From an optimization exercise on the open Yosys and OpenROAD flow, aimed at small area, a short achievable clock period and few clock cycles; shortcuts taken in it are not production practice. RTL that was checked went through simulation tests only; none was proved equivalent to the original. The RTL of run 1 was laid out without a check of its function. Power figures rest on the tool's default switching activity, not on a simulated workload.

## flow/design.v (module list and top-level ports; edited modules follow where they fit)
// module mul_unit: 2855 lines
module mul_unit
    (
        input logic clk,
        input logic rst,
        input logic [1:0] issue_fn3,
        input logic [31:0] rs1,
        input logic [31:0] rs2,
        input logic issue_new_request,
        input logic [3:0] issue_id,
        output logic issue_ready,
        input logic wb_ack,
        output logic wb_done,
        output logic [3:0] wb_id,
        output logic [31:0] wb_rd
    );
  // ...
==> flow/flow/run.sh <==
#!/bin/bash
# The standard ORFS layout (standard.sh) with two changes:
#  - SYNTH_ARGS=-noabc: Yosys's synth skips its quick "abc -fast" pass, so
#    the full adders written in the RTL reach extract_fa as written; the
#    registers are the same as the standard synthesis's;
#  - the port buffers that buffer_ports inserts are plain buffers
#    (buf_4) instead of the default delay cells.
cp standard.sh standard_sh_copy.log
export BUFFER_PORTS_ARGS="-buffer_cell sky130_fd_sc_hd__buf_4"
bash standard.sh SYNTH_ARGS=-noabc finish > standard.log 2>&1
status=$?
tail -50 standard.log
exit $status
==> flow/standard.sh <==
#!/bin/bash
# synth_recipe.tcl (not shown) runs the flow's synth.tcl, then flattens the netlist and writes it again
# the make line also repeats each setting of config.mk as NAME=value (left out here)
make -C /OpenROAD-flow-scripts/flow DESIGN_CONFIG=/design/flow/config.mk WORK_HOME=/design/flow/orfs CLKGATE_MAP_FILE= SYNTH_SCRIPT=/design/flow/synth_recipe.tcl "${@:-finish}"
==> flow/config.mk <==
export PLATFORM = sky130hd
export DESIGN_NAME = mul_unit
export DESIGN_NICKNAME = mul_unit
export VERILOG_FILES = /design/flow/design.v
export SDC_FILE = /design/flow/constraint.sdc
export NUM_CORES = 4
export LEC_CHECK = 0
export ABC_AREA = 1
export CAP_MARGIN = 20
export CORE_MARGIN = 2
export CORE_UTILIZATION = 40
export SETUP_SLACK_MARGIN = 4
export SLEW_MARGIN = 20
==> flow/constraint.sdc <==
create_clock -name core_clock -period 10.0 [get_ports {clk}]
set_input_delay 2.0000 -clock core_clock [delete_from_list [all_inputs] [get_ports {clk}]]
set_output_delay 2.0000 -clock core_clock [all_outputs]
set_load 0.01 [all_outputs]
==> qor.yml, run 1 <==
cells_and_area:
  final_net_count: 4233
  top_register: "cut_q"
  multi_input_gates: 2725
  largest_reg_flops: 113
  final_core_util_pct: 44.0
  final_cell_mix: "nand2_1 (520), o22ai_1 (494), fa_1 (470)"
  seq_area_share_pct: 9.62
critical_path:
  cp-endpoint: "cut_q[60]$_DFF_P_"
  crit_buf_inv: 2
  path_delay_family: "adder cells"
  crit_start: "rs2[5]"
  r2r_end: "held_rd[13]$_DFF_P_"
  worst-path-stages: 12
logic_synthesis:
  async_reset_ff_share_pct: 0
  syn_area_um2: 29600
  synth-seq-cells: 152
  ys_top_cells_by_count: "nand2_1 (520), o22ai_1 (494), fa_1 (470)"
  synth-adder-area-share_pct: 37.4
global_route:
  grt_pass1_vias: 25100
  use_met1_pct: 38.5
  grt_pass1_wl_um: 159000
  top_usage_layer: "met2"
power:
  p_clk_w: 0.000653
  switching_power_w: 0.00672
  power-top-group: "combinational logic"
drt:
  top_layer_used: "met4"
  wl_per_cell_um: 23.5
  dr_wl_met2_um: 45400
clock_tree:
  htreeDepth: 4
  post-cts-setup-buffer-count: 8
placement:
  place_inst: 4459
sta:
  period_share_pct: 59.6
  hold_viol: 0
  max_freq_mhz: 168
  slew_viol_final: 0
hold_path:
  hold_depth: 2
die:
  chipHeight_um: 276
  core-area_um2: 73100
run_status:
  status: "complete, no violations"
==> run 2, diff against run 1 <==
--- a/flow/design.v
+++ b/flow/design.v
@@ -15,23 +15,20 @@
     );
     logic rs1_is_signed, rs2_is_signed, is_mulhx;
     logic [32:0] a;
     logic [33:0] b;
     logic advance;
     logic valid_r;
     logic mulh_r;
     logic [3:0] id_r;
-    logic [112:0] cut_d;
-    logic [112:0] cut_q;
+    logic [126:0] cut_d;
+    logic [126:0] cut_q;
     logic [63:0] sum_x, sum_y, product;
-    logic held_r;
-    logic [31:0] held_rd;
     logic one1, two2, neg3, x4, x5, x6, x7, x8, x9, x10, x11, x12, x13, x14, x15, x16, x17, x18, x19, x20, x21, x22, x23, x24, x25, x26, x27, x28, x29, x30, x31, x32, x33, x34, x35, x36, pp37, pp38, pp39, pp40, pp41, pp42, pp43, pp44, pp45, pp46, pp47, pp48, pp49, pp50, pp51, pp52, pp53, pp54, pp55, pp56, pp57, pp58, pp59, pp60, pp61, pp62, pp63, pp64, pp65, pp66, pp67, pp68, pp69, pp70, one71, two72, neg73, x74, x75, x76, x77, x78, x79, x80, x81, x82, x83, x84, x85, x86, x87, x88, x89, x90, x91, x92, x93, x94, x95, x96, x97, x98, x99, x100, x101, x102, x103, x104, x105, x106, pp107, pp108, pp109, pp110, pp111, pp112, pp113, pp114, pp115, pp116, pp117, pp118, pp119, pp120, pp121, pp122, pp123, pp124, pp125, pp126, pp127, pp128, pp129, pp130, pp131, pp132, pp133, pp134, pp135, pp136, pp137, pp138, pp139, pp140, one141, two142, neg143, x144, x145, x146, x147, x148, x149, x150, x151, x152, x153, x154, x155, x156, x157, x158, x159, x160, x161, x162, x163, x164, x165, x166, x167, x168, x169, x170, x171, x172, x173, x174, x175, x176, pp177, pp178, pp179, pp180, pp181, pp182, pp183, pp184, pp185, pp186, pp187, pp188, pp189, pp190, pp191, pp192, pp193, pp194, pp195, pp196, pp197, pp198, pp199, pp200, pp201, pp202, pp203, pp204, pp205, pp206, pp207, pp208, pp209, pp210, one211, two212, neg213, x214, x215, x216, x217, x218, x219, x220, x221, x222, x223, x224, x225, x226, x227, x228, x229, x230, x231, x232, x233, x234, x235, x236, x237, x238, x239, x240, x241, x242, x243, x244, x245, x246, pp247, pp248, pp249, pp250, pp251, pp252, pp253, pp254, pp255, pp256, pp257, pp258, pp259, pp260, pp261, pp262, pp263, pp264, pp265, pp266, pp267, pp268, pp269, pp270, pp271, pp272, pp273, pp274, pp275, pp276, pp277, pp278, pp279, pp280, one281, two282, neg283, x284, x285, x286, x287, x288, x289, x290, x291, x292, x293, x294, x295, x296, x297, x298, x299, x300, x301, x302, x303, x304, x305, x306, x307, x308, x309, x310, x311, x312, x313, x314, x315, x316, pp317, pp318, pp319, pp320, pp321, pp322, pp323, pp324, pp325, pp326, pp327, pp328, pp329, pp330, pp331, pp332, pp333, pp334, pp335, pp336, pp337, pp338, pp339, pp340, pp341, pp342, pp343, pp344, pp345, pp346, pp347, pp348, pp349, pp350, one351, two352, neg353, x354, x355, x356, x357, x358, x359, x360, x361, x362, x363, x364, x365, x366, x367, x368, x369, x370, x371, x372, x373, x374, x375, x376, x377, x378, x379, x380, x381, x382, x383, x384, x385, x386, pp387, pp388, pp389, pp390, pp391, pp392, pp393, pp394, pp395, pp396, pp397, pp398, pp399, pp400, pp401, pp402, pp403, pp404, pp405, pp406, pp407, pp408, pp409, pp410, pp411, pp412, pp413, pp414, pp415, pp416, pp417, pp418, pp419, pp420, one421, two422, neg423, x424, x425, x426, x427, x428, x429, x430, x431, x432, x433, x434, x435, x436, x437, x438, x439, x440, x441, x442, x443, x444, x445, x446, x447, x448, x449, x450, x451, x452, x453, x454, x455, x456, pp457, pp458, pp459, pp460, pp461, pp462, pp463, pp464, pp465, pp466, pp467, pp468, pp469, pp470, pp471, pp472, pp473, pp474, pp475, pp476, pp477, pp478, pp479, pp480, pp481, pp482, pp483, pp484, pp485, pp486, pp487, pp488, pp489, pp490, one491, two492, neg493, x494, x495, x496, x497, x498, x499, x500, x501, x502, x503, x504, x505, x506, x507, x508, x509, x510, x511, x512, x513, x514, x515, x516, x517, x518, x519, x520, x521, x522, x523, x524, x525, x526, pp527, pp528, pp529, pp530, pp531, pp532, pp533, pp534, pp535, pp536, pp537, pp538, pp539, pp540, pp541, pp542, pp543, pp544, pp545, pp546, pp547, pp548, pp549, pp550, pp551, pp552, pp553, pp554, pp555, pp556, pp557, pp558, pp559, pp560, one561, two562, neg563, x564, x565, x566, x567, x568, x569, x570, x571, x572, x573, x574, x575, x576, x577, x578, x579, x580, x581, x582, x583, x584, x585, x586, x587, x588, x589, x590, x591, x592, x593, x594, x595, x596, pp597, pp598, pp599, pp600, pp601, pp602, pp603, pp604, pp605, pp606, pp607, pp608, pp609, pp610, pp611, pp612, pp613, pp614, pp615, pp616, pp617, pp618, pp619, pp620, pp621, pp622, pp623, pp624, pp625, pp626, pp627, pp628, pp629, pp630, one631, two632, neg633, x634, x635, x636, x637, x638, x639, x640, x641, x642, x643, x644, x645, x646, x647, x648, x649, x650, x651, x652, x653, x654, x655, x656, x657, x658, x659, x660, x661, x662, x663, x664, x665, x666, pp667, pp668, pp669, pp670, pp671, pp672, pp673, pp674, pp675, pp676, pp677, pp678, pp679, pp680, pp681, pp682, pp683, pp684, pp685, pp686, pp687, pp688, pp689, pp690, pp691, pp692, pp693, pp694, pp695, pp696, pp697, pp698, pp699, pp700, one701, two702, neg703, x704, x705, x706, x707, x708, x709, x710, x711, x712, x713, x714, x715, x716, x717, x718, x719, x720, x721, x722, x723, x724, x725, x726, x727, x728, x729, x730, x731, x732, x733, x734, x735, x736, pp737, pp738, pp739, pp740, pp741, pp742, pp743, pp744, pp745, pp746, pp747, pp748, pp749, pp750, pp751, pp752, pp753, pp754, pp755, pp756, pp757, pp758, pp759, pp760, pp761, pp762, pp763, pp764, pp765, pp766, pp767, pp768, pp769, pp770, one771, two772, neg773, x774, x775, x776, x777, x778, x779, x780, x781, x782, x783, x784, x785, x786, x787, x788, x789, x790, x791, x792, x793, x794, x795, x796, x797, x798, x799, x800, x801, x802, x803, x804, x805, x806, pp807, pp808, pp809, pp810, pp811, pp812, pp813, pp814, pp815, pp816, pp817, pp818, pp819, pp820, pp821, pp822, pp823, pp824, pp825, pp826, pp827, pp828, pp829, pp830, pp831, pp832, pp833, pp834, pp835, pp836, pp837, pp838, pp839, pp840, one841, two842, neg843, x844, x845, x846, x847, x848, x849, x850, x851, x852, x853, x854, x855, x856, x857, x858, x859, x860, x861, x862, x863, x864, x865, x866, x867, x868, x869, x870, x871, x872, x873, x874, x875, x876, pp877, pp878, pp879, pp880, pp881, pp882, pp883, pp884, pp885, pp886, pp887, pp888, pp889, pp890, pp891, pp892, pp893, pp894, pp895, pp896, pp897, pp898, pp899, pp900, pp901, pp902, pp903, pp904, pp905, pp906, pp907, pp908, pp909, pp910, one911, two912, neg913, x914, x915, x916, x917, x918, x919, x920, x921, x922, x923, x924, x925, x926, x927, x928, x929, x930, x931, x932, x933, x934, x935, x936, x937, x938, x939, x940, x941, x942, x943, x944, x945, x946, pp947, pp948, pp949, pp950, pp951, pp952, pp953, pp954, pp955, pp956, pp957, pp958, pp959, pp960, pp961, pp962, pp963, pp964, pp965, pp966, pp967, pp968, pp969, pp970, pp971, pp972, pp973, pp974, pp975, pp976, pp977, pp978, pp979, pp980, one981, two982, neg983, x984, x985, x986, x987, x988, x989, x990, x991, x992, x993, x994, x995, x996, x997, x998, x999, x1000, x1001, x1002, x1003, x1004, x1005, x1006, x1007, x1008, x1009, x1010, x1011, x1012, x1013, x1014, x1015, x1016, pp1017, pp1018, pp1019, pp1020, pp1021, pp1022, pp1023, pp1024, pp1025, pp1026, pp1027, pp1028, pp1029, pp1030, pp1031, pp1032, pp1033, pp1034, pp1035, pp1036, pp1037, pp1038, pp1039, pp1040, pp1041, pp1042, pp1043, pp1044, pp1045, pp1046, pp1047, pp1048, pp1049, pp1050, one1051, two1052, neg1053, x1054, x1055, x1056, x1057, x1058, x1059, x1060, x1061, x1062, x1063, x1064, x1065, x1066, x1067, x1068, x1069, x1070, x1071, x1072, x1073, x1074, x1075, x1076, x1077, x1078, x1079, x1080, x1081, x1082, x1083, x1084, x1085, x1086, pp1087, pp1088, pp1089, pp1090, pp1091, pp1092, pp1093, pp1094, pp1095, pp1096, pp1097, pp1098, pp1099, pp1100, pp1101, pp1102, pp1103, pp1104, pp1105, pp1106, pp1107, pp1108, pp1109, pp1110, pp1111, pp1112, pp1113, pp1114, pp1115, pp1116, pp1117, pp1118, pp1119, pp1120, one1121, two1122, neg1123, x1124, x1125, x1126, x1127, x1128, x1129, x1130, x1131, x1132, x1133, x1134, x1135, x1136, x1137, x1138, x1139, x1140, x1141, x1142, x1143, x1144, x1145, x1146, x1147, x1148, x1149, x1150, x1151, x1152, x1153, x1154, x1155, x1156, pp1157, pp1158, pp1159, pp1160, pp1161, pp1162, pp1163, pp1164, pp1165, pp1166, pp1167, pp1168, pp1169, pp1170, pp1171, pp1172, pp1173, pp1174, pp1175, pp1176, pp1177, pp1178, pp1179, pp1180, pp1181, pp1182, pp1183, pp1184, pp1185, pp1186, pp1187, pp1188, s1189, c1190, s1191, c1192, s1193, c1194, s1195, c1196, s1197, c1198, s1199, c1200, s1201, c1202, s1203, c1204, s1205, c1206, s1207, c1208, s1209, c1210, s1211, c1212, s1213, c1214, s1215, c1216, s1217, c1218, s1219, c1220, s1221, c1222, s1223, c1224, s1225, c1226, s1227, c1228, s1229, c1230, s1231, c1232, s1233, c1234, s1235, c1236, s1237, c1238, s1239, c1240, s1241, c1242, s1243, c1244, s1245, c1246, s1247, c1248, s1249, c1250, s1251, c1252, s1253, c1254, s1255, c1256, s1257, c1258, s1259, c1260, s1261, c1262, s1263, c1264, s1265, c1266, s1267, c1268, s1269, c1270, s1271, c1272, s1273, c1274, s1275, c1276, s1277, c1278, s1279, c1280, s1281, c1282, s1283, c1284, s1285, c1286, s1287, c1288, s1289, c1290, s1291, c1292, s1293, c1294, s1295, c1296, s1297, c1298, s1299, c1300, s1301, c1302, s1303, c1304, s1305, c1306, s1307, c1308, s1309, c1310, s1311, c1312, s1313, c1314, s1315, c1316, s1317, c1318, s1319, c1320, s1321, c1322, s1323, c1324, s1325, c1326, s1327, c1328, s1329, c1330, s1331, c1332, s1333, c1334, s1335, c1336, s1337, c1338, s1339, c1340, s1341, c1342, s1343, c1344, s1345, c1346, s1347, c1348, s1349, c1350, s1351, c1352, s1353, c1354, s1355, c1356, s1357, c1358, s1359, c1360, s1361, c1362, s1363, c1364, s1365, c1366, s1367, c1368, s1369, c1370, s1371, c1372, s1373, c1374, s1375, c1376, s1377, c1378, s1379, c1380, s1381, c1382, s1383, c1384, s1385, c1386, s1387, c1388, s1389, c1390, s1391, c1392, s1393, c1394, s1395, c1396, s1397, c1398, s1399, c1400, s1401, c1402, s1403, c1404, s1405, c1406, s1407, c1408, s1409, c1410, s1411, c1412, s1413, c1414, s1415, c1416, s1417, c1418, s1419, c1420, s1421, c1422, s1423, c1424, s1425, c1426, s1427, c1428, s1429, c1430, s1431, c1432, s1433, c1434, s1435, c1436, s1437, c1438, s1439, c1440, s1441, c1442, s1443, c1444, s1445, c1446, s1447, c1448, s1449, c1450, s1451, c1452, s1453, c1454, s1455, c1456, s1457, c1458, s1459, c1460, s1461, c1462, s1463, c1464, s1465, c1466, s1467, c1468, s1469, c1470, s1471, c1472, s1473, c1474, s1475, c1476, s1477, c1478, s1479, c1480, s1481, c1482, s1483, c1484, s1485, c1486, s1487, c1488, s1489, c1490, s1491, c1492, s1493, c1494, s1495, c1496, s1497, c1498, s1499, c1500, s1501, c1502, s1503, c1504, s1505, c1506, s1507, c1508, s1509, c1510, s1511, c1512, s1513, c1514, s1515, c1516, s1517, c1518, s1519, c1520, s1521, c1522, s1523, c1524, s1525, c1526, s1527, c1528, s1529, c1530, s1531, c1532, s1533, c1534, s1535, c1536, s1537, c1538, s1539, c1540, s1541, c1542, s1543, c1544, s1545, c1546, s1547, c1548, s1549, c1550, s1551, c1552, s1553, c1554, s1555, c1556, s1557, c1558, s1559, c1560, s1561, c1562, s1563, c1564, s1565, c1566, s1567, c1568, s1569, c1570, s1571, c1572, s1573, c1574, s1575, c1576, s1577, c1578, s1579, c1580, s1581, c1582, s1583, c1584, s1585, c1586, s1587, c1588, s1589, c1590, s1591, c1592, s1593, c1594, s1595, c1596, s1597, c1598, s1599, c1600, s1601, c1602, s1603, c1604, s1605, c1606, s1607, c1608, s1609, c1610, s1611, c1612, s1613, c1614, s1615, c1616, s1617, c1618, s1619, c1620, s1621, c1622, s1623, c1624, s1625, c1626, s1627, c1628, s1629, c1630, s1631, c1632, s1633, c1634, s1635, c1636, s1637, c1638, s1639, c1640, s1641, c1642, s1643, c1644, s1645, c1646, s1647, c1648, s1649, c1650, s1651, c1652, s1653, c1654, s1655, c1656, s1657, c1658, s1659, c1660, s1661, c1662, s1663, c1664, s1665, c1666, s1667, c1668, s1669, c1670, s1671, c1672, s1673, c1674, s1675, c1676, s1677, c1678, s1679, c1680, s1681, c1682, s1683, c1684, s1685, c1686, s1687, c1688, s1689, c1690, s1691, c1692, s1693, c1694, s1695, c1696, s1697, c1698, s1699, c1700, s1701, c1702, s1703, c1704, s1705, c1706, s1707, c1708, s1709, c1710, s1711, c1712, s1713, c1714, s1715, c1716, s1717, c1718, s1719, c1720, s1721, c1722, s1723, c1724, s1725, c1726, s1727, c1728, s1729, c1730, s1731, c1732, s1733, c1734, s1735, c1736, s1737, c1738, s1739, c1740, s1741, c1742, s1743, c1744, s1745, c1746, s1747, c1748, s1749, c1750, s1751, c1752, s1753, c1754, s1755, c1756, s1757, c1758, s1759, c1760, s1761, c1762, s1763, c1764, s1765, c1766, s1767, c1768, s1769, c1770, s1771, c1772, s1773, c1774, s1775, c1776, s1777, c1778, s1779, c1780, s1781, c1782, s1783, c1784, s1785, c1786, s1787, c1788, s1789, c1790, s1791, c1792, s1793, c1794, s1795, c1796, s1797, c1798, s1799, c1800, s1801, c1802, s1803, c1804, s1805, c1806, s1807, c1808, s1809, c1810, s1811, c1812, s1813, c1814, s1815, c1816, s1817, c1818, s1819, c1820, s1821, c1822, s1823, c1824, s1825, c1826, s1827, c1828, s1829, c1830, s1831, c1832, s1833, c1834, s1835, c1836, s1837, c1838, s1839, c1840, s1841, c1842, s1843, c1844, s1845, c1846, s1847, c1848, s1849, c1850, s1851, c1852, s1853, c1854, s1855, c1856, s1857, c1858, s1859, c1860, s1861, c1862, s1863, c1864, s1865, c1866, s1867, c1868, s1869, c1870, s1871, c1872, s1873, c1874, s1875, c1876, s1877, c1878, s1879, c1880, s1881, c1882, s1883, c1884, s1885, c1886, s1887, c1888, s1889, c1890, s1891, c1892, s1893, c1894, s1895, c1896, s1897, c1898, s1899, c1900, s1901, c1902, s1903, c1904, s1905, c1906, s1907, c1908, s1909, c1910, s1911, c1912, s1913, c1914, s1915, c1916, s1917, c1918, s1919, c1920, s1921, c1922, s1923, c1924, s1925, c1926, s1927, c1928, s1929, c1930, s1931, c1932, s1933, c1934, s1935, c1936, s1937, c1938, s1939, c1940, s1941, c1942, s1943, c1944, s1945, c1946, s1947, c1948, s1949, c1950, s1951, c1952, s1953, c1954, s1955, c1956, s1957, c1958, s1959, c1960, s1961, c1962, s1963, c1964, s1965, c1966, s1967, c1968, s1969, c1970, s1971, c1972, s1973, c1974, s1975, c1976, s1977, c1978, s1979, c1980, s1981, c1982, s1983, c1984, s1985, c1986, s1987, c1988, s1989, c1990, s1991, c1992, s1993, c1994, s1995, c1996, s1997, c1998, s1999, c2000, s2001, c2002, s2003, c2004, s2005, c2006, s2007, c2008, s2009, c2010, s2011, c2012, s2013, c2014, s2015, c2016, s2017, c2018, s2019, c2020, s2021, c2022, s2023, c2024, s2025, c2026, s2027, c2028, s2029, c2030, s2031, c2032, s2033, c2034, s2035, c2036, s2037, c2038, s2039, c2040, s2041, c2042, s2043, c2044, s2045, c2046, s2047, c2048, s2049, c2050, s2051, c2052, s2053, c2054, s2055, c2056, s2057, c2058, s2059, c2060, s2061, c2062, s2063, c2064, s2065, c2066, s2067, c2068, s2069, c2070, s2071, c2072, s2073, c2074, s2075, c2076, s2077, c2078, s2079, c2080, s2081, c2082, s2083, c2084, s2085, c2086, s2087, c2088, s2089, c2090, s2091, c2092, s2093, c2094, s2095, c2096, s2097, c2098, s2099, c2100, s2101, c2102, s2103, c2104, s2105, c2106, s2107, c2108, s2109, c2110, s2111, c2112, s2113, c2114, s2115, c2116, s2117, c2118, s2119, c2120, s2121, c2122, s2123, c2124, s2125, c2126, s2127, c2128, s2129, c2130, s2131, c2132, s2133, c2134, s2135, c2136, s2137, c2138, s2139, c2140, s2141, c2142, s2143, c2144, s2145, c2146, s2147, c2148, s2149, c2150, s2151, c2152, s2153, c2154, s2155, c2156, s2157, c2158, s2159, c2160, s2161, c2162, s2163, c2164, s2165, c2166, s2167, c2168, s2169, c2170, s2171, c2172, s2173, c2174, s2175, c2176, s2177, c2178, s2179, c2180, s2181, c2182, s2183, c2184, s2185, c2186, s2187, c2188, s2189, c2190, s2191, c2192, s2193, c2194, s2195, c2196, s2197, c2198, s2199, c2200, s2201, c2202, s2203, c2204, s2205, c2206, s2207, c2208, s2209, c2210, s2211, c2212, s2213, c2214, s2215, c2216, s2217, c2218, s2219, c2220, s2221, c2222, s2223, c2224, s2225, c2226, s2227, c2228, s2229, c2230, s2231, c2232, s2233, c2234, s2235, c2236, s2237, c2238, s2239, c2240, s2241, c2242;
-    logic [16:0] low_sum;
     assign rs1_is_signed = (issue_fn3 == 2'b01) | (issue_fn3 == 2'b10);
     assign rs2_is_signed = (issue_fn3 == 2'b01);
     assign is_mulhx = (issue_fn3 != 2'b00);
     assign a = {rs1_is_signed & rs1[31], rs1};
     assign b = {{2{rs2_is_signed & rs2[31]}}, rs2};
     assign one1 = b[0] ^ 1'b0;
     assign two2 = (b[1] & ~b[0] & ~1'b0) | (~b[1] & b[0] & 1'b0);
     assign neg3 = b[1] & ~(b[0] & 1'b0);
@@ -1788,44 +1785,36 @@
     assign {c2228, s2227} = {1'b0, s1987} + {1'b0, c2104} + {1'b0, s2105};
     assign {c2230, s2229} = {1'b0, c1988} + {1'b0, s2107} + {1'b0, c2106};
     assign {c2232, s2231} = {1'b0, c1992} + {1'b0, s2109} + {1'b0, c2108};
     assign {c2234, s2233} = {1'b0, s1997} + {1'b0, c2110} + {1'b0, s2111};
     assign {c2236, s2235} = {1'b0, c1998} + {1'b0, s2113} + {1'b0, c2112};
     assign {c2238, s2237} = {1'b0, c2000} + {1'b0, s2115} + {1'b0, c2114};
     assign {c2240, s2239} = {1'b0, pp1187} + {1'b0, s2117} + {1'b0, c2116};
     assign {c2242, s2241} = {1'b0, pp1120} + {1'b0, pp1188} + {1'b0, c2118};
-    assign low_sum = {1'b0, c2144, c2142, c2140, c2138, c2136, c2134, c2132, c2130, c2128, c2126, c2124, c2122, c2120, pp107, pp38, neg3} + {1'b0, s2145, s2143, s2141, s2139, s2137, s2135, s2133, s2131, s2129, s2127, s2125, s2123, s2121, s2119, 1'b0, pp37};
-    assign cut_d = {c2240, s2241, c2238, s2239, c2236, s2237, s2235, c2234, c2232, s2233, c2230, s2231, c2228, s2229, s2227, c2226, s2225, c2224, c2222, s2223, c2220, s2221, c2218, s2219, s2217, c2216, s2215, c2214, s2213, c2212, s2211, c2210, s2209, c2208, c2206, s2207, c2204, s2205, s2203, c2202, s2201, c2200, s2199, c2198, s2197, c2196, s2195, c2194, s2193, c2192, s2191, c2190, s2189, c2188, s2187, c2186, s2185, c2184, s2183, c2182, s2181, c2180, s2179, c2178, s2177, c2176, s2175, c2174, s2173, c2172, s2171, c2170, s2169, c2168, s2167, c2166, s2165, c2164, s2163, c2162, s2161, c2160, s2159, c2158, s2157, c2156, s2155, c2154, s2153, c2152, s2151, c2150, s2149, c2148, s2147, c2146, low_sum[16], low_sum[15], low_sum[14], low_sum[13], low_sum[12], low_sum[11], low_sum[10], low_sum[9], low_sum[8], low_sum[7], low_sum[6], low_sum[5], low_sum[4], low_sum[3], low_sum[2], low_sum[1], low_sum[0]};
-    assign sum_x = {cut_q[111], cut_q[109], cut_q[107], cut_q[105], cut_q[103], cut_q[101], cut_q[99], cut_q[97], cut_q[95], cut_q[93], cut_q[91], cut_q[89], cut_q[87], cut_q[85], cut_q[83], cut_q[81], cut_q[79], cut_q[77], cut_q[75], cut_q[73], cut_q[71], cut_q[69], cut_q[67], cut_q[65], cut_q[63], cut_q[61], cut_q[59], cut_q[57], cut_q[55], cut_q[53], cut_q[51], cut_q[49], cut_q[47], cut_q[45], cut_q[43], cut_q[41], cut_q[39], cut_q[37], cut_q[35], cut_q[33], cut_q[31], cut_q[29], cut_q[27], cut_q[25], cut_q[23], cut_q[21], cut_q[19], cut_q[17], cut_q[15], cut_q[14], cut_q[13], cut_q[12], cut_q[11], cut_q[10], cut_q[9], cut_q[8], cut_q[7], cut_q[6], cut_q[5], cut_q[4], cut_q[3], cut_q[2], cut_q[1], cut_q[0]};
-    assign sum_y = {cut_q[112], cut_q[110], cut_q[108], cut_q[106], cut_q[104], cut_q[102], cut_q[100], cut_q[98], cut_q[96], cut_q[94], cut_q[92], cut_q[90], cut_q[88], cut_q[86], cut_q[84], cut_q[82], cut_q[80], cut_q[78], cut_q[76], cut_q[74], cut_q[72], cut_q[70], cut_q[68], cut_q[66], cut_q[64], cut_q[62], cut_q[60], cut_q[58], cut_q[56], cut_q[54], cut_q[52], cut_q[50], cut_q[48], cut_q[46], cut_q[44], cut_q[42], cut_q[40], cut_q[38], cut_q[36], cut_q[34], cut_q[32], cut_q[30], cut_q[28], cut_q[26], cut_q[24], cut_q[22], cut_q[20], cut_q[18], 1'b0, 1'b0, 1'b0, 1'b0, 1'b0, 1'b0, 1'b0, 1'b0, 1'b0, 1'b0, 1'b0, 1'b0, 1'b0, 1'b0, 1'b0, 1'b0};
+    assign cut_d = {c2240, s2241, c2238, s2239, c2236, s2237, s2235, c2234, c2232, s2233, c2230, s2231, c2228, s2229, s2227, c2226, s2225, c2224, c2222, s2223, c2220, s2221, c2218, s2219, s2217, c2216, s2215, c2214, s2213, c2212, s2211, c2210, s2209, c2208, c2206, s2207, c2204, s2205, s2203, c2202, s2201, c2200, s2199, c2198, s2197, c2196, s2195, c2194, s2193, c2192, s2191, c2190, s2189, c2188, s2187, c2186, s2185, c2184, s2183, c2182, s2181, c2180, s2179, c2178, s2177, c2176, s2175, c2174, s2173, c2172, s2171, c2170, s2169, c2168, s2167, c2166, s2165, c2164, s2163, c2162, s2161, c2160, s2159, c2158, s2157, c2156, s2155, c2154, s2153, c2152, s2151, c2150, s2149, c2148, s2147, c2146, s2145, c2144, s2143, c2142, s2141, c2140, s2139, c2138, s2137, c2136, s2135, c2134, s2133, c2132, s2131, c2130, s2129, c2128, s2127, c2126, s2125, c2124, s2123, c2122, s2121, c2120, s2119, pp107, pp38, pp37, neg3};
+    assign sum_x = {cut_q[125], cut_q[123], cut_q[121], cut_q[119], cut_q[117], cut_q[115], cut_q[113], cut_q[111], cut_q[109], cut_q[107], cut_q[105], cut_q[103], cut_q[101], cut_q[99], cut_q[97], cut_q[95], cut_q[93], cut_q[91], cut_q[89], cut_q[87], cut_q[85], cut_q[83], cut_q[81], cut_q[79], cut_q[77], cut_q[75], cut_q[73], cut_q[71], cut_q[69], cut_q[67], cut_q[65], cut_q[63], cut_q[61], cut_q[59], cut_q[57], cut_q[55], cut_q[53], cut_q[51], cut_q[49], cut_q[47], cut_q[45], cut_q[43], cut_q[41], cut_q[39], cut_q[37], cut_q[35], cut_q[33], cut_q[31], cut_q[29], cut_q[27], cut_q[25], cut_q[23], cut_q[21], cut_q[19], cut_q[17], cut_q[15], cut_q[13], cut_q[11], cut_q[9], cut_q[7], cut_q[5], cut_q[3], cut_q[2], cut_q[0]};
+    assign sum_y = {cut_q[126], cut_q[124], cut_q[122], cut_q[120], cut_q[118], cut_q[116], cut_q[114], cut_q[112], cut_q[110], cut_q[108], cut_q[106], cut_q[104], cut_q[102], cut_q[100], cut_q[98], cut_q[96], cut_q[94], cut_q[92], cut_q[90], cut_q[88], cut_q[86], cut_q[84], cut_q[82], cut_q[80], cut_q[78], cut_q[76], cut_q[74], cut_q[72], cut_q[70], cut_q[68], cut_q[66], cut_q[64], cut_q[62], cut_q[60], cut_q[58], cut_q[56], cut_q[54], cut_q[52], cut_q[50], cut_q[48], cut_q[46], cut_q[44], cut_q[42], cut_q[40], cut_q[38], cut_q[36], cut_q[34], cut_q[32], cut_q[30], cut_q[28], cut_q[26], cut_q[24], cut_q[22], cut_q[20], cut_q[18], cut_q[16], cut_q[14], cut_q[12], cut_q[10], cut_q[8], cut_q[6], cut_q[4], 1'b0, cut_q[1]};
     assign advance = ~valid_r | wb_ack;
     assign issue_ready = advance;
     always_ff @ (posedge clk) begin
-        cut_q <= cut_d;
         if (advance) begin
+            cut_q <= cut_d;
             mulh_r <= is_mulhx;
             id_r <= issue_id;
         end
     end
     always_ff @ (posedge clk) begin
-        if (rst) begin
+        if (rst)
             valid_r <= 0;
-            held_r <= 0;
-        end
-        else begin
-            if (advance)
-                valid_r <= issue_new_request;
-            held_r <= valid_r & ~wb_ack;
-        end
+        else if (advance)
+            valid_r <= issue_new_request;
     end
-    always_ff @ (posedge clk)
-        held_rd <= wb_rd;
     logic [63:0] ag, ap;
-    assign ag = (sum_x & sum_y) | {48'b0, cut_q[16], 15'b0};
+    assign ag = sum_x & sum_y;
     assign ap = sum_x ^ sum_y;
     logic kg1, kp1;
     assign kg1 = ag[1] | (ap[1] & ag[0]);
     assign kp1 = ap[1] & ap[0];
     logic kg2, kp2;
     assign kg2 = ag[2] | (ap[2] & ag[1]);
     assign kp2 = ap[2] & ap[1];
     logic kg3, kp3;
@@ -2844,12 +2833,12 @@
     assign product[56] = ap[56] ^ kg313;
     assign product[57] = ap[57] ^ kg314;
     assign product[58] = ap[58] ^ kg315;
     assign product[59] = ap[59] ^ kg316;
     assign product[60] = ap[60] ^ kg317;
     assign product[61] = ap[61] ^ kg318;
     assign product[62] = ap[62] ^ kg319;
     assign product[63] = ap[63] ^ kg320;
-    assign wb_rd = held_r ? held_rd : mulh_r ? product[63:32] : product[31:0];
+    assign wb_rd = mulh_r ? product[63:32] : product[31:0];
     assign wb_done = valid_r;
     assign wb_id = id_r;
 endmodule
==> flow/run.sh (new file) <==
#!/bin/bash
# synth_recipe.tcl (not shown) runs the flow's synth.tcl, then flattens the netlist and writes it again
# the make line also repeats each setting of config.mk as NAME=value (left out here)
make -C /OpenROAD-flow-scripts/flow DESIGN_CONFIG=/design/flow/config.mk WORK_HOME=/design/flow/orfs CLKGATE_MAP_FILE= SYNTH_SCRIPT=/design/flow/synth_recipe.tcl finish
==> flow/config.mk (replaced) <==
export PLATFORM = sky130hd
export DESIGN_NAME = mul_unit
export DESIGN_NICKNAME = mul_unit
export VERILOG_FILES = /design/flow/design.v
export SDC_FILE = /design/flow/constraint.sdc
export NUM_CORES = 4
export LEC_CHECK = 0
export CAP_MARGIN = 20
export CORE_MARGIN = 2
export CORE_UTILIZATION = 40
export SETUP_SLACK_MARGIN = 4
export SLEW_MARGIN = 20
removed: flow/flow/run.sh
removed: flow/standard.sh
==> run 2 against run 1 <==
  * Die area is 1.8% higher
  * Clock power increased by 3.5%
  * Area after synthesis grew 1.9%
  * Via count is 1.9% higher
  * Critical path depth shrank 1
  * Sequential power increased by 28%
  * Non-clock buffer count is 152 higher
  * Maximum frequency shrank 2.3%
  * Synthesized cell count decreased by 8.3%
  * Sequential cell count shrank 19
  * Critical endpoint is now cut_q[72]$_DFFE_PP_
  * Largest cell class unchanged
==> qor.yml, run 2 <==
drt:
  via_count: 26100
  dr.pass1.iters: 8
  wl_um: 117000
  drcViolationCount: 0
  antenna_left: 0
  drtIter0Drc: 3139
  viasPerCell: 6.00
  wl_per_cell_um: 27.0  # +15%
power:
  seqPwrFrac_pct: 11.8
  swShare_pct: 51.6
  power_density_nw_per_um2: 367
  internal_power_w: 0.00654
  pwr-share-clk_pct: 5.0
  switching_power_w: 0.00696  # +3.5%
  share_comb_of_total_power_pct: 83.2
  ir_worst_vdd_v: 0.000284
  design_power_total_w: 0.0135
  p_leak_nw: 14.3
sta:
  rsz0062_at_grt: "true"
  period_share_pct: 61.0  # +1.4 points
  period_minus_slack_ns: 6.10
  slew_viol_final: 0  # unchanged
  maxSlewHeadroom_pct: 35.9
  finalSetupTns_ns: 0
  hold_viol: 0  # unchanged
  max_freq_mhz: 164  # -2.3%
  worstMarginPinSlew_ns: 0.961
  worst_clock_skew_ns: 0.00965
  setup_violations: 0
logic_synthesis:
  synth_mux_area_share_pct: 0.440
  async_reset_ff_share_pct: 0  # unchanged
  syn-instance-count: 3251
  synth.most_common_cell: "fa_1"
  ys_types: 80
  yosys.area.top_type: "fa_1"
  synth-edff-count: 132
  ys_top_cells_by_count: "fa_1 (469), inv_1 (294), xnor2_1 (293)"
  synth-simple-area-share_pct: 7.63
  synthFlopType: "edfxtp_1"
  post_synth_xor_area_fraction_pct: 15.7
  synth_warnings: 1
  synth_top_family_by_area: "adder cells"
  synth_top_area_share_pct: 31.2
  synth-compound-area-share_pct: 18.9
  synth.net_count: 3926
  synth-seq-cells: 133  # -13%
  synth-adder-area-share_pct: 36.6  # -0.79 points
  syn_area_um2: 30100  # +1.9%
  synth_area_leaders: "fa_1 (31%), edfxtp_1 (13%), xnor2_1 (8.5%)"
  avgSynthCellArea_um2: 9.27
  yosysSeqAreaShare_pct: 13.2
critical_path:
  r2r_end: "cut_q[48]$_DFFE_PP_"
  crit_start: "rs1[16]"
  cp-end-kind: "register"
  cp-endpoint: "cut_q[72]$_DFFE_PP_"
  reg2reg_depth: 2
  r2r_slack_ns: 8.12
  start_kind: "input pin"
  r2r-start: "valid_r$_SDFFE_PP0P_"
  required_ns: 10.18
  crit_fanout: 18
  worstSetupPathType: "in2reg"
  cp_data_arrival_time_ns: 6.28
cells_and_area:
  final_common_cell: "fa_1"
  top_register: "cut_q"
  layout-drive-gt1-share_pct: 19.8
  syn_to_final_growth_pct: 22.2
  final-seq-area_um2: 3980
  final_cell_mix: "fa_1 (400), inv_1 (272), xnor2_1 (267)"
  top_regs: "cut_q: 127 flops, id_r: 4 flops"
  largest_reg_flops: 127  # +12%
  final_net_count: 4033  # -4.7%
  multi_input_area_um2: 25900
  fill_cells: 6794
  final_cells: 4342
hold_path:
  hold_depth: 1  # -1
  hp-class: "reg2reg"
die:
  rows: 100
  core-area_um2: 74600  # +2.0%
  die_x_um: 278
  initial_core_util_pct: 40.4
  chipHeight_um: 278  # +0.91%
  ioPinCount: 112
  die_area_um2: 77600
clock_tree:
  root_buffer: "clkbuf_16"
  ctsHoldBuffers: 0
  clkSinkCount: 133
  insertion_delay_ns: 0.43
  htreeDepth: 4  # unchanged
  clockBufferDepth: 2
  cts_buffers: 17
  cts_tree: "done"
  clkTransAtPathRegs_ns: 0.06
global_route:
  grt_pass1_wl_um: 171000  # +7.6%
  grt-ovfl-total: 0
  grt_pass1_vias: 26300  # +4.7%
  grt_max_degree: 69
  grtUsageTotal_pct: 29.7
  grt_antenna_before_repair: 5
placement:
  place_congestion: 0.973
  place_inst: 4143  # -7.1%
  portBuffers: 111
  dp_hpwl_um: 85300
run_status:
  status: "complete, no violations"
job:
  cap_viol_max_count: 0
[run 2: routing by layer]
| layer | vias to the layer above | GRT usage [%] | wire (µm) |
|---|---|---|---|
| li1 | 11200 | - | - |
| met1 | 12800 | 39.3 | 46700 |
| met2 | 1651 | 44.9 | 49900 |
| met3 | 375 | 8.36 | 13600 |
| met4 | 6 | 14.0 | 6920 |
| met5 | - | 0 | 46 |
[run 2: worst max-delay path, cell delays in order]
cell and delay, ns:
clkdlybuf4s50_1 0.51, buf_12 0.22, xor2_1 0.31, a22oi_1 0.22, fa_2 0.68, fa_2 0.46
fa_1 0.46, fa_2 0.38, fa_1 0.46, fa_1 0.51, inv_1 0.04
[run 2: final cells by class]
cell class                 count  area share, %
multi-input combinational   2558           70.5
sequential                   133           10.8
timing repair buffer         348           10.4
tap                          969           3.29
inverter                     299           3.27
clock buffer                  18           1.17
clock inverter                14          0.533
timing repair inverter         1         0.0204
antenna                        2         0.0136
[run 2: worst min-delay path by stage]
stage / endpoint / start
after detailed placement: cut_q[56]$_DFFE_PP_ / valid_r$_SDFFE_PP0P_
after global placement: cut_q[56]$_DFFE_PP_ / valid_r$_SDFFE_PP0P_
after floorplan: valid_r$_SDFFE_PP0P_ / rst
after CTS: cut_q[56]$_DFFE_PP_ / valid_r$_SDFFE_PP0P_
after global routing: cut_q[56]$_DFFE_PP_ / valid_r$_SDFFE_PP0P_
final: cut_q[56]$_DFFE_PP_ / valid_r$_SDFFE_PP0P_
[run 2: through the flow]
stage          worst slack [ns]  hold slack, ns  cell area, µm²  util [%]
2_1_floorplan              3.93            2.07           30700         -
3_3_place_gp               2.57            1.07           32200      43.2
3_5_place_dp               2.53            1.07           32200      43.2
4_1_cts                    3.96            1.09           35500      47.6
5_1_grt                    3.88            1.12           36800      49.4
6_report                   3.90            1.05           36800      49.4
[run 2: timing repair]
item                       4_1_cts  5_1_grt
gates resized for setup        365      248
pin swaps                       80       84
gates cloned                    21        5
hold endpoints to repair         0        0
setup endpoints to repair      103       66
setup buffers                   99       40
[run 2: power by group through the flow]
| stage | logic [W] | clock network [W] | registers, W |
|---|---|---|---|
| floorplan | 0.00664 | 0 | 0.00153 |
| global placement | 0.0103 | 0 | 0.00159 |
| detailed placement | 0.0105 | 0 | 0.00159 |
| CTS | 0.0108 | 0.000688 | 0.00159 |
| global route | 0.0123 | 0.000711 | 0.00161 |
| finish | 0.0112 | 0.000676 | 0.00160 |
[run 2: kinds of logic after synthesis]
kind of cell             after synthesis
multiplexers                          13
AND/OR/NAND/NOR                      522
flip-flops                           133
other                                  1
XOR/XNOR                             541
AO/OA/AOI/OAI                        873
adder cells (fa/ha/maj)              601
buffers and inverters                567
Testbench counts of run 2, summed over its fixed seeds: cycles 16,008.
==> run 3, diff against run 2 <==
--- a/flow/config.mk
+++ b/flow/config.mk
@@ -8,5 +8,4 @@
 export CAP_MARGIN = 20
 export CORE_MARGIN = 2
 export CORE_UTILIZATION = 40
-export SETUP_SLACK_MARGIN = 4
 export SLEW_MARGIN = 20
==> run 3 against run 2 <==
  * Still clean on timing, DRC and antenna
  * Synthesized cell count is the same
  * Via count is 4.9% lower
  * Sequential cell count unchanged
  * Total power fell by 5.8%
  * First-iteration DRC count decreased by 17%
  * Cell count fell by 3.8%
  * Setup slack got worse by 1.3 ns
  * Count of clock-buffer cells in the layout fell by 1
  * Global-route usage down 2.2 points
  * Area after synthesis unchanged
  * Sequential share of layout area increased by 1.4 points
  * Critical path type unchanged
==> qor.yml, run 3 <==
cells_and_area:
  final_cell_mix: "fa_1 (469), inv_1 (294), xnor2_1 (293)"
  final_net_count: 3870  # -4.0%
  syn_to_final_growth_pct: 8.28
  top_register: "cut_q"
  layout-drive-gt1-share_pct: 5.14  # -15 points
  final_core_util_pct: 43.8  # -5.6 points
  fill_cells: 7252  # +6.7%
  diodes: 0  # -2
  fin_area_um2: 32600  # -11%
  final_common_cell: "fa_1"
  top_regs: "cut_q: 127 flops, id_r: 4 flops"
  largest_reg_flops: 127  # unchanged
logic_synthesis:
  synth_mux_area_share_pct: 0.440  # unchanged
  ys_top_cells_by_count: "fa_1 (469), inv_1 (294), xnor2_1 (293)"
  post_synth_xor_area_fraction_pct: 15.7  # unchanged
  syn-instance-count: 3251  # unchanged
  yosysSeqAreaShare_pct: 13.2  # unchanged
  synth_top_family_by_area: "adder cells"
  synth-adder-area-share_pct: 36.6  # unchanged
  avgSynthCellArea_um2: 9.27  # unchanged
  synth.net_count: 3926  # unchanged
  synth_top_area_share_pct: 31.2  # unchanged
  async_reset_ff_share_pct: 0  # unchanged
  synth_area_leaders: "fa_1 (31%), edfxtp_1 (13%), xnor2_1 (8.5%)"
  synth-compound-area-share_pct: 18.9  # unchanged
  ys_types: 80  # unchanged
  synth-seq-cells: 133  # unchanged
  synthFlopType: "edfxtp_1"
  synth-simple-area-share_pct: 7.63  # unchanged
  syn_area_um2: 30100  # unchanged
  synth-edff-count: 132  # unchanged
  synth.most_common_cell: "fa_1"
  yosys.area.top_type: "fa_1"
  synth_warnings: 1  # unchanged
die:
  die_area_um2: 77600  # unchanged
  chipHeight_um: 278  # unchanged
  rows: 100  # unchanged
  ioPinCount: 112  # unchanged
  initial_core_util_pct: 40.4  # unchanged
  die_x_um: 278  # unchanged
  core-area_um2: 74600  # unchanged
sta:
  worstMarginPinSlew_ns: 1.16  # +0.197 ns
  period_minus_slack_ns: 7.37  # +1.27 ns
  finalSetupTns_ns: 0  # unchanged
  max_freq_mhz: 136  # -17%
  slew_viol_final: 0  # unchanged
  setup_violations: 0  # unchanged
  hold_ws_ns: 0.698  # -0.349 ns
  maxSlewHeadroom_pct: 22.6  # -13 points
  worst_clock_skew_ns: 0.0143  # +0.00467 ns
  rsz0062_at_grt: "false"
  period_share_pct: 73.7  # +13 points
  hold_viol: 0  # unchanged
hold_path:
  hp-class: "reg2reg"
drt:
  via_count: 24800  # -4.9%
  viasPerCell: 5.93  # -1.1%
  antenna_left: 0  # unchanged
  dr.pass1.iters: 5  # -3
  drcViolationCount: 0  # unchanged
  drtIter0Drc: 2616  # -17%
  wl_per_cell_um: 25.4  # -5.8%
  wl_um: 106000  # -9.3%
clock_tree:
  cts_buffers: 17  # unchanged
  cts-resized-gates: 0  # -100%
  clkSinkCount: 133  # unchanged
  ctsHoldBuffers: 0  # unchanged
  clkTransAtPathRegs_ns: 0.07  # about the same
  clockBufferDepth: 2  # unchanged
  post-cts-setup-buffer-count: 0  # -100%
  htreeDepth: 4  # unchanged
  root_buffer: "clkbuf_16"
  insertion_delay_ns: 0.42  # about the same
  cts_tree: "done"
run_status:
  status: "complete, no violations"
power:
  p_leak_nw: 12.8  # -11%
  power_density_nw_per_um2: 390  # +6.3%
  ir_worst_vdd_v: 0.000239  # -16%
  design_power_total_w: 0.0127  # -5.8%
placement:
  dp_hpwl_um: 83900  # -1.6%
  place_congestion: 0.960  # -1.3%
  portBuffers: 111  # unchanged
  placed_area_um2: 32100  # -0.42%
critical_path:
  worstPathCellList: "clkdlybuf4s50_1 > ha_1 > clkinv_1 > o22ai_1 > ha_1 > inv_1 > fa_1 > fa_1 > fa_1 > fa_1 > inv_1 > fa_1"
  start_kind: "input pin"
  crit_buf_inv: 4  # +1
  cp_data_arrival_time_ns: 7.51  # +1.23 ns
  cp_slowest_cell: "ha_1"
  required_ns: 10.15  # -0.03 ns
  worstSetupPathType: "in2reg"
  crit_fanout: 26  # +8
  path_delay_family: "adder cells"
  cpPeakStageDelay_ns: 1.00  # +0.32 ns
  cp-end-kind: "register"
  cpMostUsedCell: "fa_1"
global_route:
  grt_pass1_wl_um: 160000  # -6.6%
  grt_max_degree: 129  # +87%
  grt-ovfl-total: 0  # unchanged
  grt_antenna_before_repair: 0  # -5
  grt_pass1_vias: 24800  # -5.6%
  grtUsageTotal_pct: 27.5  # -2.2 points
job:
  cap_viol_max_count: 0  # unchanged
==> run 3: changes by cell type in the layout (fill, tap and decap cells not counted), moves of 50 or more <==
| cell | previous run | this run |
|---|---|---|
| clkdlybuf4s50_1 | 57 | 107 |
| fa_2 | 69 | 0 |
| xor2_1 | 197 | 248 |
| fa_1 | 400 | 469 |
| buf_4 | 151 | 81 |
==> run 3: layout make-up <==
cell class / count / area, µm² / share of cell area (%)
multi-input cells: 2551 / 24000 / 73.6
flip-flops and latches: 133 / 3980 / 12.2
repair buffers: 193 / 1720 / 5.27
well taps: 969 / 1210 / 3.72
inverters: 299 / 1120 / 3.44
clock buffers: 17 / 425 / 1.30
clock inverters: 15 / 136 / 0.418
==> run 3: cells by family (layout without fill, tap and decap cells) <==
logic type / Yosys count / in the layout
compound gates: 873 / 873
fa+ha+maj: 601 / 601
buf+inv: 567 / 524
xor+xnor: 541 / 541
simple gates: 522 / 522
flops: 133 / 133
mux: 13 / 13
other cells: 1 / 1
==> run 3: power breakdown <==
part / internal [W] / total [W] / switching, W / leakage, nW
Combinational: 0.00427 / 0.0105 / 0.00627 / 11.1
Clock: 0.000329 / 0.000593 / 0.000264 / 0.271
Sequential: 0.00146 / 0.00158 / 0.000114 / 1.40
Total: 0.00607 / 0.0127 / 0.00665 / 12.8
==> run 3: routing by layer <==
metal | global-route usage (%) | wire length, µm | vias to the layer above
met5 | 0 | 0 | -
met2 | 41.8 | 45600 | 1367
li1 | - | - | 10900
met4 | 8.86 | 3580 | 0
met1 | 38.6 | 45100 | 12300
met3 | 6.41 | 11900 | 198
==> run 3: path summary, 6_finish.rpt <==
check	from	endpoint	slack (ns)	cells past startpoint
max reg2reg	valid_r$_SDFFE_PP0P_	cut_q[4]$_DFFE_PP_	8.43	2
max	rs2[17]	cut_q[66]$_DFFE_PP_	2.63	12
min reg2reg	valid_r$_SDFFE_PP0P_	cut_q[18]$_DFFE_PP_	0.70	1
min	valid_r$_SDFFE_PP0P_	cut_q[18]$_DFFE_PP_	0.70	1
==> run 3: per-stage QoR <==
step / worst slack [ns] / cells
after CTS: 2.80 / 4177
after global routing: 2.42 / 4177
final: 2.63 / 4177
after global placement: 2.38 / 4145
after floorplan: 2.73 / 3251
after detailed placement: 2.35 / 4145

static timing again, ports no longer ideal:
The flow's constraints put no driver on any port. The routed layouts listed below were extracted and timed again, unchanged, in two steps. Step 1 (the two cells are an assumption about what drives the block):
set clk [get_ports {clk}]
set_driving_cell -lib_cell sky130_fd_sc_hd__clkbuf_16 $clk
set_driving_cell -lib_cell sky130_fd_sc_hd__buf_2 [delete_from_list [all_inputs] $clk]
Step 2 moves the port delays by t, midway between the first and last clock arrival at a register: inputs arrive t later, outputs are due t later. That takes back most of the time a late clock gives input paths. Slacks: no drivers / after step 1 / after step 2; pairs: no drivers / after step 1.
run	shift t [ns]	slack for setup (ns)	worst slew at a driven data input, ns
run 1	0.541	4.044 / 4.080 / 3.539	0.05
run 2	0.478	3.902 / 3.930 / 3.452	0.12
run 3	0.471	2.632 / 2.661 / 2.190	0.05
After both steps every run listed still meets setup and hold. For run 1, which loses most, drivers alone change the setup slack by +0.036 ns; drivers and shift together by -0.505 ns.
